This is an optimization exercise on Yosys and OpenROAD, whose aim is small area, a short achievable clock period and few clock cycles per item, not a production implementation. Only simulation tests tie the RTL to the original design; equivalence was not proved.

## flow/design.v (module list and top-level ports; edited modules follow where they fit)
// module logarithm: 1475 lines
// module log_fa: 4 lines
// module log_xor: 3 lines
// module log_maj: 3 lines
// module log_nand: 3 lines
// module log_nor: 3 lines
// module log_inv: 3 lines
// module log_aoi21: 3 lines
// module log_oai21: 3 lines
// module log_xnor: 3 lines
// module log_or: 3 lines
module logarithm #(
	parameter n = 16,
	parameter m = 24,
	parameter k = 5 ,
	parameter p = 24
) (
	input        clk  ,  
	input        reset,  
	input        start,
	input  [0:n] x    ,
	output [1:p] y    ,
	output       done
);
  // ...
==> flow/run.sh <==
#!/bin/bash
# synth_recipe.tcl (not shown) runs the flow's synth.tcl, then flattens the netlist and writes it again
# the make line also repeats each setting of config.mk as NAME=value (left out here)
make -C /OpenROAD-flow-scripts/flow DESIGN_CONFIG=/design/flow/config.mk WORK_HOME=/design/flow/orfs CLKGATE_MAP_FILE= SYNTH_SCRIPT=/design/flow/synth_recipe.tcl finish
==> flow/config.mk <==
export PLATFORM = sky130hd
export DESIGN_NAME = logarithm
export DESIGN_NICKNAME = logarithm
export VERILOG_FILES = /design/flow/design.v
export SDC_FILE = /design/flow/constraint.sdc
export NUM_CORES = 4
export LEC_CHECK = 0
export CAP_MARGIN = 20
export CORE_MARGIN = 2
export CORE_UTILIZATION = 40
export SETUP_SLACK_MARGIN = 3
export SLEW_MARGIN = 60
export SYNTH_HIERARCHICAL = 1
export SYNTH_MINIMUM_KEEP_SIZE = 0
==> flow/constraint.sdc <==
create_clock -name core_clock -period 9.0 [get_ports {clk}]
set_input_delay 1.8000 -clock core_clock [delete_from_list [all_inputs] [get_ports {clk}]]
set_output_delay 1.8000 -clock core_clock [all_outputs]
set_load 0.01 [all_outputs]
==> flow_summary_export.csv, run 1 <==
group,metric,value,unit
grt,met2_usage,36.71,%
setup_path,r2r_cells,19,
setup_path,cp.arrival,5.87,ns
layout,area_growth,8.809,%
sta,finalHoldViolCount,0,
setup_path,worst-path-stages,19,
sta,whs,0.5423,ns
grt,grt_pass1_wl,45060,um
run_status,status,"timing/DRC/antenna clean",
synthesis,yosys.area_share.xor_xnor,6.039,%
layout,diodes,0,
setup_path,crit_family,"adder cells",
setup_path,r2r-start,"f[13]$_DFF_P_",
layout,final_area,11200,um2
synthesis,synthArstFlopShare,2.041,%
synthesis,ys_seq_area_share,11.92,%
floorplan,core_area,25250,um2
sta,grt_setup_unrepaired,"no",
sta,tightestPinTransition,0.5683,ns
sta,finClkSkew,0.006273,ns
clock_tree,cts_setup_buffers,0,
run,maxCapViolations,0,
synthesis,netlist_instances,1185,
place,gp_congestion,0.8481,
synthesis,syn_avg_cell_area,8.690,um2
layout,multi_input_area_share,76.28,%
synthesis,synth_top_flop_cell,"edfxtp_1",
setup_path,path_cells,"buf_4 -> inv_1 -> fa_1 -> fa_1 -> fa_1 -> fa_1 -> fa_1 -> nand2_1 -> nand2_1 -> o21ai_1 -> a21oi_2 -> o21ai_1 -> a21oi_4 -> inv_1 -> a21oi_2 -> inv_1 -> xor2_1 -> a31oi_1 -> a21oi_1",
Testbench counts, summed over its fixed seeds: cycles 41,600, items 1,600.
==> inputs of run 2 (changes only) <==
--- a/flow/design.v
+++ b/flow/design.v
@@ -661,154 +661,183 @@
 	wire ct26;
 	wire cg27;
 	wire ct27;
 	wire cg28;
 	wire ci4;
 	wire ci5;
 	wire cg29;
 	wire ct29;
+	wire ci6;
+	wire ci7;
 	wire cg30;
 	wire ct30;
 	wire cg31;
 	wire cg32;
 	wire ct32;
 	wire cg33;
 	wire ct33;
+	wire ci8;
+	wire ci9;
 	wire cg34;
 	wire ct34;
 	wire cg35;
 	wire cg36;
 	wire ct36;
 	wire cg37;
 	wire ct37;
 	wire cg38;
 	wire cg39;
 	wire ct39;
-	wire ci6;
-	wire ci7;
+	wire ci10;
+	wire ci11;
 	wire cg40;
 	wire ct40;
 	wire cg41;
 	wire ct41;
 	wire cg42;
-	wire ci8;
-	wire ci9;
+	wire ci12;
+	wire ci13;
 	wire cg43;
 	wire ct43;
 	wire cg44;
 	wire ct44;
 	wire cg45;
 	wire ct45;
 	wire cg46;
 	wire cg47;
 	wire ct47;
 	wire cg48;
 	wire ct48;
 	wire cg49;
 	wire ct49;
 	wire cg50;
 	wire ct50;
 	wire cg51;
-	wire ci10;
+	wire ci14;
+	wire ci15;
 	wire cg52;
 	wire cg53;
 	wire ct53;
 	wire cg54;
-	wire ci11;
-	wire ci12;
+	wire ci16;
+	wire ci17;
 	wire cg55;
 	wire ct55;
+	wire ci18;
+	wire ci19;
 	wire cg56;
 	wire cg57;
 	wire ct57;
 	wire cg58;
 	wire ct58;
+	wire ci20;
+	wire ci21;
 	wire cg59;
 	wire cg60;
 	wire ct60;
 	wire cg61;
 	wire cg62;
 	wire ct62;
-	wire ci13;
-	wire ci14;
+	wire ci22;
+	wire ci23;
 	wire cg63;
 	wire ct63;
 	wire cg64;
-	wire ci15;
-	wire ci16;
+	wire ci24;
+	wire ci25;
 	wire cg65;
 	wire ct65;
 	wire cg66;
 	wire ct66;
 	wire cg67;
 	wire cg68;
 	wire ct68;
 	wire cg69;
 	wire ct69;
 	wire cg70;
 	wire ct70;
 	wire cg71;
-	wire ci17;
-	wire ci18;
+	wire ci26;
+	wire ci27;
 	wire cg72;
 	wire ct72;
+	wire ci28;
+	wire ci29;
 	wire cg73;
 	wire cg74;
 	wire ct74;
 	wire cg75;
 	wire ct75;
+	wire ci30;
+	wire ci31;
 	wire cg76;
-	wire ci19;
-	wire ci20;
+	wire ci32;
+	wire ci33;
 	wire cg77;
 	wire ct77;
+	wire ci34;
+	wire ci35;
 	wire cg78;
 	wire ct78;
+	wire ci36;
+	wire ci37;
 	wire cg79;
 	wire cg80;
 	wire ct80;
 	wire cg81;
 	wire ct81;
+	wire ci38;
+	wire ci39;
 	wire cg82;
 	wire ct82;
+	wire ci40;
+	wire ci41;
 	wire cg83;
 	wire cg84;
 	wire ct84;
 	wire cg85;
 	wire ct85;
+	wire ci42;
+	wire ci43;
 	wire cg86;
 	wire cg87;
 	wire ct87;
-	wire ci21;
-	wire ci22;
+	wire ci44;
+	wire ci45;
 	wire cg88;
 	wire ct88;
 	wire cg89;
 	wire ct89;
+	wire ci46;
+	wire ci47;
 	wire cg90;
-	wire ci23;
-	wire ci24;
+	wire ci48;
+	wire ci49;
 	wire cg91;
 	wire ct91;
 	wire cg92;
 	wire ct92;
 	wire cg93;
 	wire ct93;
+	wire ci50;
+	wire ci51;
 	wire cg94;
 	wire cg95;
 	wire ct95;
 	wire cg96;
 	wire ct96;
 	wire cg97;
 	wire ct97;
 	wire cg98;
 	wire ct98;
+	wire ci52;
+	wire ci53;
 	wire cg99;
-	wire ci25;
+	wire ci54;
 	wire cg100;
 	wire ct100;
 	wire cg101;
 	log_xnor us1 (~f[9], ~(f[0] & f[17]), s1);
 	log_or uc2 (~f[9], ~(f[0] & f[17]), c2);
 	log_xnor us3 (~(f[0] & f[18]), ~(f[1] & f[17]), s3);
 	log_or uc4 (~(f[0] & f[18]), ~(f[1] & f[17]), c4);
 	log_fa us5 (~f[10], ~(f[0] & f[19]), ~(f[1] & f[18]), s5, c6);
@@ -1213,196 +1242,225 @@
 	log_aoi21 u_cg18 (ci0, pg2, 1'b0, cg18);
 	log_nand u_ct18 (ci0, pt2, ct18);
 	log_aoi21 u_cg19 (1'b0, 1'b0, 1'b0, cg19);
 	log_oai21 u_cg20 (ct18, cg19, cg18, cg20);
 	log_aoi21 u_cg21 (ct17, cg20, cg17, cg21);
 	log_oai21 u_cg22 (ct14, cg21, cg14, cg22);
 	log_inv u_ci1 (cg22, ci1);
 	log_oai21 u_cg23 (ct7, ci1, cg7, cg23);
-	log_inv u_ci2 (cg7, ci2);
-	log_inv u_ci3 (ct7, ci3);
-	log_aoi21 u_cg24 (pt24, ci2, pg24, cg24);
-	log_nand u_ct24 (pt24, ci3, ct24);
-	log_oai21 u_cg25 (ct24, ci1, cg24, cg25);
+	log_inv u_ci2 (pg24, ci2);
+	log_inv u_ci3 (pt24, ci3);
+	log_oai21 u_cg24 (ci3, cg7, ci2, cg24);
+	log_nor u_ct24 (ci3, ct7, ct24);
+	log_aoi21 u_cg25 (ct24, cg22, cg24, cg25);
 	log_aoi21 u_cg26 (pt25, pg24, pg25, cg26);
 	log_nand u_ct26 (pt25, pt24, ct26);
 	log_oai21 u_cg27 (ct26, cg7, cg26, cg27);
 	log_nor u_ct27 (ct26, ct7, ct27);
 	log_aoi21 u_cg28 (ct27, cg22, cg27, cg28);
-	log_inv u_ci4 (cg26, ci4);
-	log_inv u_ci5 (ct26, ci5);
-	log_aoi21 u_cg29 (pt26, ci4, pg26, cg29);
-	log_nand u_ct29 (pt26, ci5, ct29);
-	log_oai21 u_cg30 (ct29, cg7, cg29, cg30);
-	log_nor u_ct30 (ct29, ct7, ct30);
+	log_inv u_ci4 (pg26, ci4);
+	log_inv u_ci5 (pt26, ci5);
+	log_oai21 u_cg29 (ci5, cg26, ci4, cg29);
+	log_nor u_ct29 (ci5, ct26, ct29);
+	log_inv u_ci6 (cg29, ci6);
+	log_inv u_ci7 (ct29, ci7);
+	log_oai21 u_cg30 (ci7, cg7, ci6, cg30);
+	log_nor u_ct30 (ci7, ct7, ct30);
 	log_aoi21 u_cg31 (ct30, cg22, cg30, cg31);
 	log_aoi21 u_cg32 (pt27, pg26, pg27, cg32);
 	log_nand u_ct32 (pt27, pt26, ct32);
 	log_oai21 u_cg33 (ct32, cg26, cg32, cg33);
 	log_nor u_ct33 (ct32, ct26, ct33);
-	log_aoi21 u_cg34 (ct33, ci2, cg33, cg34);
-	log_nand u_ct34 (ct33, ci3, ct34);
-	log_oai21 u_cg35 (ct34, ci1, cg34, cg35);
+	log_inv u_ci8 (cg33, ci8);
+	log_inv u_ci9 (ct33, ci9);
+	log_oai21 u_cg34 (ci9, cg7, ci8, cg34);
+	log_nor u_ct34 (ci9, ct7, ct34);
+	log_aoi21 u_cg35 (ct34, cg22, cg34, cg35);
 	log_aoi21 u_cg36 (pt28, cg33, pg28, cg36);
 	log_nand u_ct36 (pt28, ct33, ct36);
 	log_oai21 u_cg37 (ct36, cg7, cg36, cg37);
 	log_nor u_ct37 (ct36, ct7, ct37);
 	log_aoi21 u_cg38 (ct37, cg22, cg37, cg38);
 	log_aoi21 u_cg39 (pt29, pg28, pg29, cg39);
 	log_nand u_ct39 (pt29, pt28, ct39);
-	log_inv u_ci6 (cg33, ci6);
-	log_inv u_ci7 (ct33, ci7);
-	log_oai21 u_cg40 (ct39, ci6, cg39, cg40);
-	log_nor u_ct40 (ct39, ci7, ct40);
-	log_aoi21 u_cg41 (ct40, ci2, cg40, cg41);
-	log_nand u_ct41 (ct40, ci3, ct41);
-	log_oai21 u_cg42 (ct41, ci1, cg41, cg42);
-	log_inv u_ci8 (cg39, ci8);
-	log_inv u_ci9 (ct39, ci9);
-	log_aoi21 u_cg43 (pt30, ci8, pg30, cg43);
-	log_nand u_ct43 (pt30, ci9, ct43);
-	log_oai21 u_cg44 (ct43, ci6, cg43, cg44);
-	log_nor u_ct44 (ct43, ci7, ct44);
-	log_aoi21 u_cg45 (ct44, ci2, cg44, cg45);
-	log_nand u_ct45 (ct44, ci3, ct45);
-	log_oai21 u_cg46 (ct45, ci1, cg45, cg46);
+	log_inv u_ci10 (cg39, ci10);
+	log_inv u_ci11 (ct39, ci11);
+	log_aoi21 u_cg40 (ci11, cg33, ci10, cg40);
+	log_nand u_ct40 (ci11, ct33, ct40);
+	log_oai21 u_cg41 (ct40, cg7, cg40, cg41);
+	log_nor u_ct41 (ct40, ct7, ct41);
+	log_aoi21 u_cg42 (ct41, cg22, cg41, cg42);
+	log_inv u_ci12 (pg30, ci12);
+	log_inv u_ci13 (pt30, ci13);
+	log_oai21 u_cg43 (ci13, cg39, ci12, cg43);
+	log_nor u_ct43 (ci13, ct39, ct43);
+	log_aoi21 u_cg44 (ct43, cg33, cg43, cg44);
+	log_nand u_ct44 (ct43, ct33, ct44);
+	log_oai21 u_cg45 (ct44, cg7, cg44, cg45);
+	log_nor u_ct45 (ct44, ct7, ct45);
+	log_aoi21 u_cg46 (ct45, cg22, cg45, cg46);
 	log_aoi21 u_cg47 (pt31, pg30, pg31, cg47);
 	log_nand u_ct47 (pt31, pt30, ct47);
 	log_oai21 u_cg48 (ct47, cg39, cg47, cg48);
 	log_nor u_ct48 (ct47, ct39, ct48);
 	log_aoi21 u_cg49 (ct48, cg33, cg48, cg49);
 	log_nand u_ct49 (ct48, ct33, ct49);
 	log_oai21 u_cg50 (ct49, cg7, cg49, cg50);
 	log_nor u_ct50 (ct49, ct7, ct50);
 	log_aoi21 u_cg51 (ct50, cg22, cg50, cg51);
-	log_inv u_ci10 (cg51, ci10);
-	log_aoi21 u_cg52 (pt32, ci10, pg32, cg52);
+	log_inv u_ci14 (pg32, ci14);
+	log_inv u_ci15 (pt32, ci15);
+	log_oai21 u_cg52 (ci15, cg51, ci14, cg52);
 	log_aoi21 u_cg53 (pt33, pg32, pg33, cg53);
 	log_nand u_ct53 (pt33, pt32, ct53);
 	log_oai21 u_cg54 (ct53, cg51, cg53, cg54);
-	log_inv u_ci11 (cg53, ci11);
-	log_inv u_ci12 (ct53, ci12);
-	log_aoi21 u_cg55 (pt34, ci11, pg34, cg55);
-	log_nand u_ct55 (pt34, ci12, ct55);
-	log_oai21 u_cg56 (ct55, cg51, cg55, cg56);
+	log_inv u_ci16 (pg34, ci16);
+	log_inv u_ci17 (pt34, ci17);
+	log_oai21 u_cg55 (ci17, cg53, ci16, cg55);
+	log_nor u_ct55 (ci17, ct53, ct55);
+	log_inv u_ci18 (cg55, ci18);
+	log_inv u_ci19 (ct55, ci19);
+	log_oai21 u_cg56 (ci19, cg51, ci18, cg56);
 	log_aoi21 u_cg57 (pt35, pg34, pg35, cg57);
 	log_nand u_ct57 (pt35, pt34, ct57);
 	log_oai21 u_cg58 (ct57, cg53, cg57, cg58);
 	log_nor u_ct58 (ct57, ct53, ct58);
-	log_aoi21 u_cg59 (ct58, ci10, cg58, cg59);
+	log_inv u_ci20 (cg58, ci20);
+	log_inv u_ci21 (ct58, ci21);
+	log_oai21 u_cg59 (ci21, cg51, ci20, cg59);
 	log_aoi21 u_cg60 (pt36, cg58, pg36, cg60);
 	log_nand u_ct60 (pt36, ct58, ct60);
 	log_oai21 u_cg61 (ct60, cg51, cg60, cg61);
 	log_aoi21 u_cg62 (pt37, pg36, pg37, cg62);
 	log_nand u_ct62 (pt37, pt36, ct62);
-	log_inv u_ci13 (cg58, ci13);
-	log_inv u_ci14 (ct58, ci14);
-	log_oai21 u_cg63 (ct62, ci13, cg62, cg63);
-	log_nor u_ct63 (ct62, ci14, ct63);
-	log_aoi21 u_cg64 (ct63, ci10, cg63, cg64);
-	log_inv u_ci15 (cg62, ci15);
-	log_inv u_ci16 (ct62, ci16);
-	log_aoi21 u_cg65 (pt38, ci15, pg38, cg65);
-	log_nand u_ct65 (pt38, ci16, ct65);
-	log_oai21 u_cg66 (ct65, ci13, cg65, cg66);
-	log_nor u_ct66 (ct65, ci14, ct66);
-	log_aoi21 u_cg67 (ct66, ci10, cg66, cg67);
+	log_inv u_ci22 (cg62, ci22);
+	log_inv u_ci23 (ct62, ci23);
+	log_aoi21 u_cg63 (ci23, cg58, ci22, cg63);
+	log_nand u_ct63 (ci23, ct58, ct63);
+	log_oai21 u_cg64 (ct63, cg51, cg63, cg64);
+	log_inv u_ci24 (pg38, ci24);
+	log_inv u_ci25 (pt38, ci25);
+	log_oai21 u_cg65 (ci25, cg62, ci24, cg65);
+	log_nor u_ct65 (ci25, ct62, ct65);
+	log_aoi21 u_cg66 (ct65, cg58, cg65, cg66);
+	log_nand u_ct66 (ct65, ct58, ct66);
+	log_oai21 u_cg67 (ct66, cg51, cg66, cg67);
 	log_aoi21 u_cg68 (pt39, pg38, pg39, cg68);
 	log_nand u_ct68 (pt39, pt38, ct68);
 	log_oai21 u_cg69 (ct68, cg62, cg68, cg69);
 	log_nor u_ct69 (ct68, ct62, ct69);
 	log_aoi21 u_cg70 (ct69, cg58, cg69, cg70);
 	log_nand u_ct70 (ct69, ct58, ct70);
 	log_oai21 u_cg71 (ct70, cg51, cg70, cg71);
-	log_inv u_ci17 (cg70, ci17);
-	log_inv u_ci18 (ct70, ci18);
-	log_aoi21 u_cg72 (pt40, ci17, pg40, cg72);
-	log_nand u_ct72 (pt40, ci18, ct72);
-	log_oai21 u_cg73 (ct72, cg51, cg72, cg73);
+	log_inv u_ci26 (pg40, ci26);
+	log_inv u_ci27 (pt40, ci27);
+	log_oai21 u_cg72 (ci27, cg70, ci26, cg72);
+	log_nor u_ct72 (ci27, ct70, ct72);
+	log_inv u_ci28 (cg72, ci28);
+	log_inv u_ci29 (ct72, ci29);
+	log_oai21 u_cg73 (ci29, cg51, ci28, cg73);
 	log_aoi21 u_cg74 (pt41, pg40, pg41, cg74);
 	log_nand u_ct74 (pt41, pt40, ct74);
 	log_oai21 u_cg75 (ct74, cg70, cg74, cg75);
 	log_nor u_ct75 (ct74, ct70, ct75);
-	log_aoi21 u_cg76 (ct75, ci10, cg75, cg76);
-	log_inv u_ci19 (cg74, ci19);
-	log_inv u_ci20 (ct74, ci20);
-	log_aoi21 u_cg77 (pt42, ci19, pg42, cg77);
-	log_nand u_ct77 (pt42, ci20, ct77);
-	log_oai21 u_cg78 (ct77, cg70, cg77, cg78);
-	log_nor u_ct78 (ct77, ct70, ct78);
-	log_aoi21 u_cg79 (ct78, ci10, cg78, cg79);
+	log_inv u_ci30 (cg75, ci30);
+	log_inv u_ci31 (ct75, ci31);
+	log_oai21 u_cg76 (ci31, cg51, ci30, cg76);
+	log_inv u_ci32 (pg42, ci32);
+	log_inv u_ci33 (pt42, ci33);
+	log_oai21 u_cg77 (ci33, cg74, ci32, cg77);
+	log_nor u_ct77 (ci33, ct74, ct77);
+	log_inv u_ci34 (cg77, ci34);
+	log_inv u_ci35 (ct77, ci35);
+	log_oai21 u_cg78 (ci35, cg70, ci34, cg78);
+	log_nor u_ct78 (ci35, ct70, ct78);
+	log_inv u_ci36 (cg78, ci36);
+	log_inv u_ci37 (ct78, ci37);
+	log_oai21 u_cg79 (ci37, cg51, ci36, cg79);
 	log_aoi21 u_cg80 (pt43, pg42, pg43, cg80);
 	log_nand u_ct80 (pt43, pt42, ct80);
 	log_oai21 u_cg81 (ct80, cg74, cg80, cg81);
 	log_nor u_ct81 (ct80, ct74, ct81);
-	log_aoi21 u_cg82 (ct81, ci17, cg81, cg82);
-	log_nand u_ct82 (ct81, ci18, ct82);
-	log_oai21 u_cg83 (ct82, cg51, cg82, cg83);
+	log_inv u_ci38 (cg81, ci38);
+	log_inv u_ci39 (ct81, ci39);
+	log_oai21 u_cg82 (ci39, cg70, ci38, cg82);
+	log_nor u_ct82 (ci39, ct70, ct82);
+	log_inv u_ci40 (cg82, ci40);
+	log_inv u_ci41 (ct82, ci41);
+	log_oai21 u_cg83 (ci41, cg51, ci40, cg83);
 	log_aoi21 u_cg84 (pt44, cg81, pg44, cg84);
 	log_nand u_ct84 (pt44, ct81, ct84);
 	log_oai21 u_cg85 (ct84, cg70, cg84, cg85);
 	log_nor u_ct85 (ct84, ct70, ct85);
-	log_aoi21 u_cg86 (ct85, ci10, cg85, cg86);
+	log_inv u_ci42 (cg85, ci42);
+	log_inv u_ci43 (ct85, ci43);
+	log_oai21 u_cg86 (ci43, cg51, ci42, cg86);
 	log_aoi21 u_cg87 (pt45, pg44, pg45, cg87);
 	log_nand u_ct87 (pt45, pt44, ct87);
-	log_inv u_ci21 (cg81, ci21);
-	log_inv u_ci22 (ct81, ci22);
-	log_oai21 u_cg88 (ct87, ci21, cg87, cg88);
-	log_nor u_ct88 (ct87, ci22, ct88);
-	log_aoi21 u_cg89 (ct88, ci17, cg88, cg89);
-	log_nand u_ct89 (ct88, ci18, ct89);
-	log_oai21 u_cg90 (ct89, cg51, cg89, cg90);
-	log_inv u_ci23 (cg87, ci23);
-	log_inv u_ci24 (ct87, ci24);
-	log_aoi21 u_cg91 (pt46, ci23, pg46, cg91);
-	log_nand u_ct91 (pt46, ci24, ct91);
-	log_oai21 u_cg92 (ct91, ci21, cg91, cg92);
-	log_nor u_ct92 (ct91, ci22, ct92);
-	log_aoi21 u_cg93 (ct92, ci17, cg92, cg93);
-	log_nand u_ct93 (ct92, ci18, ct93);
-	log_oai21 u_cg94 (ct93, cg51, cg93, cg94);
+	log_inv u_ci44 (cg87, ci44);
+	log_inv u_ci45 (ct87, ci45);
+	log_aoi21 u_cg88 (ci45, cg81, ci44, cg88);
+	log_nand u_ct88 (ci45, ct81, ct88);
+	log_oai21 u_cg89 (ct88, cg70, cg88, cg89);
+	log_nor u_ct89 (ct88, ct70, ct89);
+	log_inv u_ci46 (cg89, ci46);
+	log_inv u_ci47 (ct89, ci47);
+	log_oai21 u_cg90 (ci47, cg51, ci46, cg90);
+	log_inv u_ci48 (pg46, ci48);
+	log_inv u_ci49 (pt46, ci49);
+	log_oai21 u_cg91 (ci49, cg87, ci48, cg91);
+	log_nor u_ct91 (ci49, ct87, ct91);
+	log_aoi21 u_cg92 (ct91, cg81, cg91, cg92);
+	log_nand u_ct92 (ct91, ct81, ct92);
+	log_oai21 u_cg93 (ct92, cg70, cg92, cg93);
+	log_nor u_ct93 (ct92, ct70, ct93);
+	log_inv u_ci50 (cg93, ci50);
+	log_inv u_ci51 (ct93, ci51);
+	log_oai21 u_cg94 (ci51, cg51, ci50, cg94);
 	log_aoi21 u_cg95 (pt47, pg46, pg47, cg95);
 	log_nand u_ct95 (pt47, pt46, ct95);
 	log_oai21 u_cg96 (ct95, cg87, cg95, cg96);
 	log_nor u_ct96 (ct95, ct87, ct96);
 	log_aoi21 u_cg97 (ct96, cg81, cg96, cg97);
 	log_nand u_ct97 (ct96, ct81, ct97);
 	log_oai21 u_cg98 (ct97, cg70, cg97, cg98);
 	log_nor u_ct98 (ct97, ct70, ct98);
-	log_aoi21 u_cg99 (ct98, ci10, cg98, cg99);
-	log_inv u_ci25 (~f[23], ci25);
-	log_aoi21 u_cg100 (ci25, cg98, 1'b0, cg100);
-	log_nand u_ct100 (ci25, ct98, ct100);
+	log_inv u_ci52 (cg98, ci52);
+	log_inv u_ci53 (ct98, ci53);
+	log_oai21 u_cg99 (ci53, cg51, ci52, cg99);
+	log_inv u_ci54 (~f[23], ci54);
+	log_aoi21 u_cg100 (ci54, cg98, 1'b0, cg100);
+	log_nand u_ct100 (ci54, ct98, ct100);
 	log_oai21 u_cg101 (ct100, cg51, cg100, cg101);
 	assign cy[24] = cg23;
-	assign cy[25] = cg25;
+	assign cy[25] = ~cg25;
 	assign cy[26] = ~cg28;
 	assign cy[27] = ~cg31;
-	assign cy[28] = cg35;
+	assign cy[28] = ~cg35;
 	assign cy[29] = ~cg38;
-	assign cy[30] = cg42;
-	assign cy[31] = cg46;
+	assign cy[30] = ~cg42;
+	assign cy[31] = ~cg46;
 	assign cy[32] = ~cg51;
-	assign cy[33] = ~cg52;
+	assign cy[33] = cg52;
 	assign cy[34] = cg54;
 	assign cy[35] = cg56;
-	assign cy[36] = ~cg59;
+	assign cy[36] = cg59;
 	assign cy[37] = cg61;
-	assign cy[38] = ~cg64;
-	assign cy[39] = ~cg67;
+	assign cy[38] = cg64;
+	assign cy[39] = cg67;
 	assign cy[40] = cg71;
 	assign cy[41] = cg73;
-	assign cy[42] = ~cg76;
-	assign cy[43] = ~cg79;
+	assign cy[42] = cg76;
+	assign cy[43] = cg79;
 	assign cy[44] = cg83;
-	assign cy[45] = ~cg86;
+	assign cy[45] = cg86;
 	assign cy[46] = cg90;
 	assign cy[47] = cg94;
-	assign cy[48] = ~cg99;
+	assign cy[48] = cg99;
 	assign cy[49] = cg101;
 	assign pp_[24] = c460 ^ s461;
 	assign pp_[25] = c462 ^ s463;
 	assign pp_[26] = c464 ^ s465;
 	assign pp_[27] = c466 ^ s467;
 	assign pp_[28] = c468 ^ s469;
 	assign pp_[29] = c470 ^ s471;
 	assign pp_[30] = c472 ^ s473;
==> flow/config.mk (replaced) <==
export PLATFORM = sky130hd
export DESIGN_NAME = logarithm
export DESIGN_NICKNAME = logarithm
export VERILOG_FILES = /design/flow/design.v
export SDC_FILE = /design/flow/constraint.sdc
export NUM_CORES = 4
export LEC_CHECK = 0
export CAP_MARGIN = 20
export CORE_MARGIN = 2
export CORE_UTILIZATION = 40
export SETUP_SLACK_MARGIN = 3.5
export SLEW_MARGIN = 60
export SYNTH_HIERARCHICAL = 1
export SYNTH_MINIMUM_KEEP_SIZE = 0
==> flow_summary_export.csv, run 2 <==
group,metric,value,unit
drt,viasPerCell,5.308,
clock_tree,clock_latency,0.29,ns
setup_path,crit_fanout,25,
place,gp_congestion,0.8779,
layout,layout_common_cells,"nand2_1, fa_1, inv_1, nor2_1, o21ai_1",
synthesis,synth-seq-cells,49,
synthesis,synthTopCellsByCount,"nand2_1, fa_1, inv_1, nor2_1, clkbuf_1",
setup_path,cp-start-kind,"register",
layout,top_regs,"r (25), f (24)",
floorplan,die_w,164.8,um
layout,seq_area,1236,um2
grt,grt_pass1_vias,8682,
hold_path,holdCritPathClass,"reg2reg",
layout,final_util,44.73,%
clock_tree,cts_inserted_buffers,5,
grt,grt_pass1_wl,45360,um
layout,top_register,"r",
place,port_buffers,44,
synthesis,synth.largest_area_cell,"fa_1",
drt,postRouteAntennaNets,0,
sta,fmax,194.0,MHz
synthesis,synth_edf_count,24,
clock_tree,cts-root-buf,"clkbuf_16",
drt,drt-pass1-iter-count,5,
sta,grt_setup_unrepaired,"no",
drt,vias,8175,
setup_path,cp.required,9.18,ns
drt,wire_per_inst,18.22,um
synthesis,synthArstFlopShare,2.041,%
sta,finClkSkew,0.006585,ns
place,place_hpwl,20290,um
layout,final_common_cell,"nand2_1",
layout,diodes,0,
synthesis,ys_types,32,
synthesis,synth_top_flop_cell,"edfxtp_1",
sta,post-route-period-util,57.26,%
floorplan,die-height,164.8,um
synthesis,synth_area_leaders,"fa_1, nand2_1, edfxtp_1",
drt,wl,28060,um
layout,multi_input_area,8519,um2
synthesis,syn_area,10350,um2
sta,finalHoldViolCount,0,
grt,antenna_found_initial,0,
clock_tree,cts_sinks,49,
layout,fillers,2511,
setup_path,endpoint_kind,"register",
grt,track_usage,21.66,%
floorplan,rows,58,
sta,period_minus_slack,5.154,ns
clock_tree,clk_pin_slew_worst_paths,0.08,ns
setup_path,cp.arrival,5.33,ns
synthesis,ys_seq_area_share,11.86,%
grt,grt-ovfl-total,0,
synthesis,netlist_instances,1209,
synthesis,syn_avg_cell_area,8.558,um2
layout,drive_gt1_share,8.017,%
layout,largest_register_ffs,25,
drt,drc,0,
floorplan,dieArea,27170,um2
clock_tree,cts_hold_repair.buffers,0,
grt,grt_max_degree,44,
synthesis,yosysWarnings,7,
floorplan,start_util,40.97,%
sta,worst_slew_margin_rel,62.11,%
sta,setup_violations,0,
run,maxCapViolations,0,
sta,finalMaxSlewViolations,0,
sta,tightestPinTransition,0.5669,ns
layout,finish.net_count,1460,
drt,detail_route.iter0.violations,537,
clock_tree,cts_tree,"done",
run_status,status,"timing/DRC/antenna clean",
sta,finalSetupTns,0,ns
synthesis,yosysMostFrequentCell,"nand2_1",
setup_path,crit_type,"reg2reg",
synthesis,synth_top_area_share,44.70,%
clock_tree,cts_buffer_depth,2,
layout,area_growth,9.179,%
clock_tree,h-tree-depth,2,
floorplan,io_pins,45,
floorplan,core_area,25250,um2
run 2: cell types whose count changed in the layout (fill, tap and decap cells not counted), sizes merged:
| cell | before | now |
|---|---|---|
| o21ai | 67 | 78 |
| inv | 62 | 86 |
| nand2 | 367 | 359 |
| nor2 | 73 | 81 |
| buf | 25 | 28 |
| a21oi | 83 | 72 |
| clkdlybuf4s50 | 44 | 43 |
run 2: path summary, 6_finish.rpt:
check	from	endpoint	slack [ns]	depth (start not counted)
worst max-delay path	f[6]$_DFF_P_	f[23]$_DFF_P_	3.85	17
worst min-delay path	r[23]$_SDFFCE_PP0P_	r[24]$_DFFE_PN1P_	0.53	2
worst max register to register	f[6]$_DFF_P_	f[23]$_DFF_P_	3.85	17
worst min register to register	r[23]$_SDFFCE_PP0P_	r[24]$_DFFE_PN1P_	0.53	2
max in group asynchronous	reset	r[24]$_DFFE_PN1P_	7.17	1
min in group asynchronous	reset	r[24]$_DFFE_PN1P_	1.82	1
run 2: repair_timing:
action	in CTS	in global routing
setup endpoints to repair	17	20
buffers inserted	1	0
gates resized for setup	1	8
run 2: area by class of cell:
cell class / count / area share, %
timing repair buffer: 71 / 5.793
sequential: 49 / 10.94
tap: 330 / 3.655
inverter: 85 / 2.825
clock inverter: 3 / 0.2548
clock buffer: 5 / 1.108
multi-input combinational: 997 / 75.42
run 2: worst max-delay path: stages, from the launching register on:
cell and delay [ns]:
dfxtp_1 0.33, buf_4 0.34, inv_1 0.21, fa_1 0.63, fa_1 0.45, fa_1 0.42
fa_1 0.48, fa_1 0.61, nor2_1 0.09, a21oi_2 0.20, o21ai_2 0.16, a21oi_2 0.40
o21ai_1 0.14, a21oi_2 0.17, o21ai_1 0.09, xor2_1 0.16, o21ai_0 0.07, a21oi_1 0.08
run 2: through the flow:
step | instance area, um2 | hold WS (ns) | cells | setup WS [ns]
after CTS | 11270 | 0.5467 | 1540 | 3.602
final | 11300 | 0.5272 | 1540 | 3.846
after detailed placement | 11090 | 0.5166 | 1531 | 3.389
after floorplan | 10360 | 0.5353 | 1214 | 3.957
after global routing | 11300 | 0.5937 | 1540 | 3.543
after global placement | 11070 | 0.5119 | 1531 | 3.148
run 2: cells by family after synthesis:
family          count (synthesis)  synth area share [%]
simple gates                  520                 20.75
other cells                     1               0.03625
xor+xnor                       71                 6.010
flops                          49                 11.86
compound gates                169                 10.22
buf+inv                       168                 6.422
fa+ha+maj                     231                 44.70
run 2: per-module statistics from Yosys (local to each module, per instance):
module / times used / flip-flops and latches / cells / cell area [um2]
log_fa: 231 / 0 / 1 / 20.02
log_nand: 83 / 0 / 1 / 3.754
log_xor: 25 / 0 / 1 / 8.758
log_xnor: 22 / 0 / 1 / 8.758
log_aoi21: 48 / 0 / 1 / 8.758
log_inv: 53 / 0 / 1 / 3.754
logarithm: 1 / 49 / 595 / 3689
log_oai21: 52 / 0 / 1 / 5.005
log_or: 22 / 0 / 1 / 6.256
log_nor: 78 / 0 / 1 / 3.754
run 2: metal layers:
metal  global-route usage (%)  share of wire [%]  up-vias  routed length [um]
li1                         -                  -     3705                   -
met1                    28.06                 42     4202               11780
met2                    38.87                 51      238               14280
met3                    2.436                5.3       30                1491
met4                    5.099                1.8        0                 511
met5                        0                  0        -                   0
Testbench counts of run 2, summed over its fixed seeds: cycles 41,600, items 1,600.
==> inputs of run 3 (changes only) <==
--- a/flow/config.mk
+++ b/flow/config.mk
@@ -10,3 +10,3 @@
 export CORE_UTILIZATION = 40
-export SETUP_SLACK_MARGIN = 3.5
+export SETUP_SLACK_MARGIN = 3.8
 export SLEW_MARGIN = 60
==> flow_summary_export.csv, run 3 <==
group,metric,value,unit
run_status,status,"timing/DRC/antenna clean",
synthesis,syn_area,10350,um2
synthesis,netlist_instances,1209,
drt,wl,28050,um
synthesis,ys_seq_area_share,11.86,%
place,place_hpwl,20290,um
setup_path,r2r_slack,4.07,ns
drt,viasPerCell,5.331,
floorplan,dieArea,27170,um2
floorplan,rows,58,
synthesis,synth.largest_area_cell,"fa_1",
synthesis,synth_area_leaders,"fa_1, nand2_1, edfxtp_1",
setup_path,cp.arrival,5.13,ns
setup_path,cp_slowest_cell,"fa_1",
synthesis,yosysMostFrequentCell,"nand2_1",
sta,period_minus_slack,4.927,ns
layout,final_area,11520,um2
floorplan,die_w,164.8,um
clock_tree,cts-root-buf,"clkbuf_16",
clock_tree,cts_tree,"done",
hold_path,holdCritPathClass,"reg2reg",
grt,track_usage,21.70,%
drt,vias,8221,
setup_path,r2r_cells,17,
layout,finish.net_count,1462,
place,port_buffers,44,
floorplan,die-height,164.8,um
setup_path,crit_family,"adder cells",
sta,finalSetupTns,0,ns
drt,detail_route.iter0.violations,514,
setup_path,worst-path-stages,17,
grt,grt_max_degree,44,
clock_tree,h-tree-depth,2,
setup_path,cp.required,9.21,ns
sta,setup_violations,0,
layout,area_growth,11.31,%
layout,largest_register_ffs,25,
grt,grt_pass1_vias,8693,
setup_path,crit_fanout,25,
sta,finalMaxSlewViolations,0,
synthesis,synth-seq-cells,49,
grt,grt_pass1_wl,45440,um
layout,layout_common_cells,"nand2_1, fa_1, inv_1, nor2_1, o21ai_1",
sta,finClkSkew,0.006802,ns
sta,post-route-period-util,54.74,%
layout,drive_gt1_share,8.746,%
setup_path,r2r-start,"f[13]$_DFF_P_",
setup_path,r2r-end,"f[13]$_DFF_P_",
floorplan,io_pins,45,
setup_path,cp-start-kind,"register",
grt,antenna_found_initial,0,
sta,fmax,203.0,MHz
drt,drt-pass1-iter-count,7,
clock_tree,cts_buffer_depth,2,
synthesis,synth_top_area_share,44.70,%
layout,top_regs,"r (25), f (24)",
layout,final_common_cell,"nand2_1",
floorplan,core_area,25250,um2
synthesis,syn_avg_cell_area,8.558,um2
sta,grt_setup_unrepaired,"no",
setup_path,startpoint,"f[13]$_DFF_P_",
sta,finalHoldViolCount,0,
setup_path,slowest_delay,0.59,ns
clock_tree,clk_pin_slew_worst_paths,0.08,ns
synthesis,synthArstFlopShare,2.041,%
setup_path,crit_type,"reg2reg",
clock_tree,cts_inserted_buffers,5,
floorplan,start_util,40.97,%
layout,diodes,0,
grt,grt-ovfl-total,0,
clock_tree,clock_latency,0.29,ns
sta,tightestPinTransition,0.5790,ns
clock_tree,cts_sinks,49,
setup_path,cp.buffers_inverters,2,
run,maxCapViolations,0,
place,gp_congestion,0.8779,
synthesis,synthTopCellsByCount,"nand2_1, fa_1, inv_1, nor2_1, clkbuf_1",
synthesis,ys_types,32,
setup_path,crit_top_cell,"fa_1",
clock_tree,cts_hold_repair.buffers,0,
setup_path,path_cells,"inv_1 -> fa_1 -> fa_1 -> fa_1 -> fa_1 -> fa_1 -> nor2_1 -> a21oi_2 -> o21ai_4 -> a21oi_2 -> o21ai_2 -> a21oi_4 -> buf_12 -> o21ai_1 -> xor2_1 -> a31oi_1 -> a21oi_1",
drt,wire_per_inst,18.19,um
layout,top_register,"r",
synthesis,synth_edf_count,24,
place,place_area,11090,um2
drt,drc,0,
sta,worst_slew_margin_rel,61.30,%
drt,postRouteAntennaNets,0,
setup_path,cp-endpoint,"f[13]$_DFF_P_",
synthesis,synth_top_flop_cell,"edfxtp_1",
synthesis,yosysWarnings,7,
setup_path,endpoint_kind,"register",
==> run 3: per-module statistics from Yosys, one instance, submodules excluded <==
module     cells inside  flops+latches  times used  area [um2]
logarithm           595             49           1        3689
log_fa                1              0         231       20.02
log_aoi21             1              0          48       8.758
log_xnor              1              0          22       8.758
log_xor               1              0          25       8.758
log_or                1              0          22       6.256
log_oai21             1              0          52       5.005
log_inv               1              0          53       3.754
log_nand              1              0          83       3.754
log_nor               1              0          78       3.754
==> run 3: tightest hold or removal path, stage by stage (launching register included) <==
cell,delay (ns)
edfxtp_1,0.36
nor2_1,0.05
nor2_1,0.08
==> run 3: metal layers <==
layer | GRT usage, % | share of wire (%) | up-vias
met1 | 28.03 | 41 | 4212
met5 | 0 | 0 | -
met3 | 2.436 | 6.1 | 37
met4 | 4.980 | 2.2 | 0
li1 | - | - | 3707
met2 | 39.10 | 51 | 265
==> run 3: logic make-up (layout without fill, tap and decap cells) <==
family	after synthesis	in the layout	synth area share (%)
simple gates	520	520	20.75
compound gates	169	169	10.22
flops	49	49	11.86
other cells	1	6	0.03625
buf+inv	168	166	6.422
fa+ha+maj	231	231	44.70
xor+xnor	71	71	6.010
==> run 3: timing repair <==
item | in CTS | in global routing
pin swaps | 0 | 1
endpoints found under the setup margin | 19 | 19
buffers inserted | 1 | 2
resized for setup | 7 | 53
==> run 3: worst min-delay path by stage <==
stage | startpoint | to | cells after the start
2_1_floorplan | r[23]$_SDFFCE_PP0P_ | r[24]$_DFFE_PN1P_ | 2
3_3_place_gp | r[23]$_SDFFCE_PP0P_ | r[24]$_DFFE_PN1P_ | 2
3_5_place_dp | r[23]$_SDFFCE_PP0P_ | r[24]$_DFFE_PN1P_ | 2
4_1_cts | r[23]$_SDFFCE_PP0P_ | r[24]$_DFFE_PN1P_ | 2
5_1_grt | r[23]$_SDFFCE_PP0P_ | r[24]$_DFFE_PN1P_ | 2
6_report | r[23]$_SDFFCE_PP0P_ | r[24]$_DFFE_PN1P_ | 2
==> run 3: cell type report <==
type	count	area, um2
Inverter	85	322.8
Tap cell	330	412.9
Timing Repair Buffer	73	817.0
Fill cell	2496	13740
Clock buffer	5	125.1
Multi-Input combinational cell	997	8571
Sequential cell	49	1239
Clock inverter	3	28.78
==> run 3: through the flow <==
| stage | worst slack (ns) | hold slack [ns] | std cells | util, % |
|---|---|---|---|---|
| 4_1_cts | 3.871 | 0.5467 | 1540 | 44.72 |
| 5_1_grt | 3.795 | 0.5937 | 1542 | 45.60 |
| 3_3_place_gp | 3.148 | 0.5119 | 1531 | 43.85 |
| 2_1_floorplan | 3.957 | 0.5353 | 1214 | - |
| 6_report | 4.073 | 0.5275 | 1542 | 45.60 |
| 3_5_place_dp | 3.389 | 0.5166 | 1531 | 43.92 |

[separate check: timing with driven ports]
No port has a modelled driver above. Below, the same layouts with a new extraction and two added sets of constraints. Step 1, drivers: a clkbuf_16 drives clk and a buf_2 each remaining input, both assumed. Step 2 times the ports against the registers' clock, not the clock port: input delays grow and output delays shrink by t, the midpoint of the rising clock arrivals with the driver on. Three values: ideal, step 1, step 2; two values: the first two.
run	t (ns)	setup WS [ns]	hold slack, ns	clock arrival spread, ns	worst register clock-pin slew, ns
run 1	0.317	3.340 / 3.340 / 3.340	0.542 / 0.542 / 0.542	0.006 / 0.007	0.07 / 0.07
run 2	0.319	3.846 / 3.846 / 3.846	0.527 / 0.527 / 0.527	0.010 / 0.010	0.08 / 0.08
run 3	0.319	4.073 / 4.073 / 4.073	0.527 / 0.527 / 0.527	0.010 / 0.010	0.08 / 0.08
After both steps setup and hold are still met in every run listed.
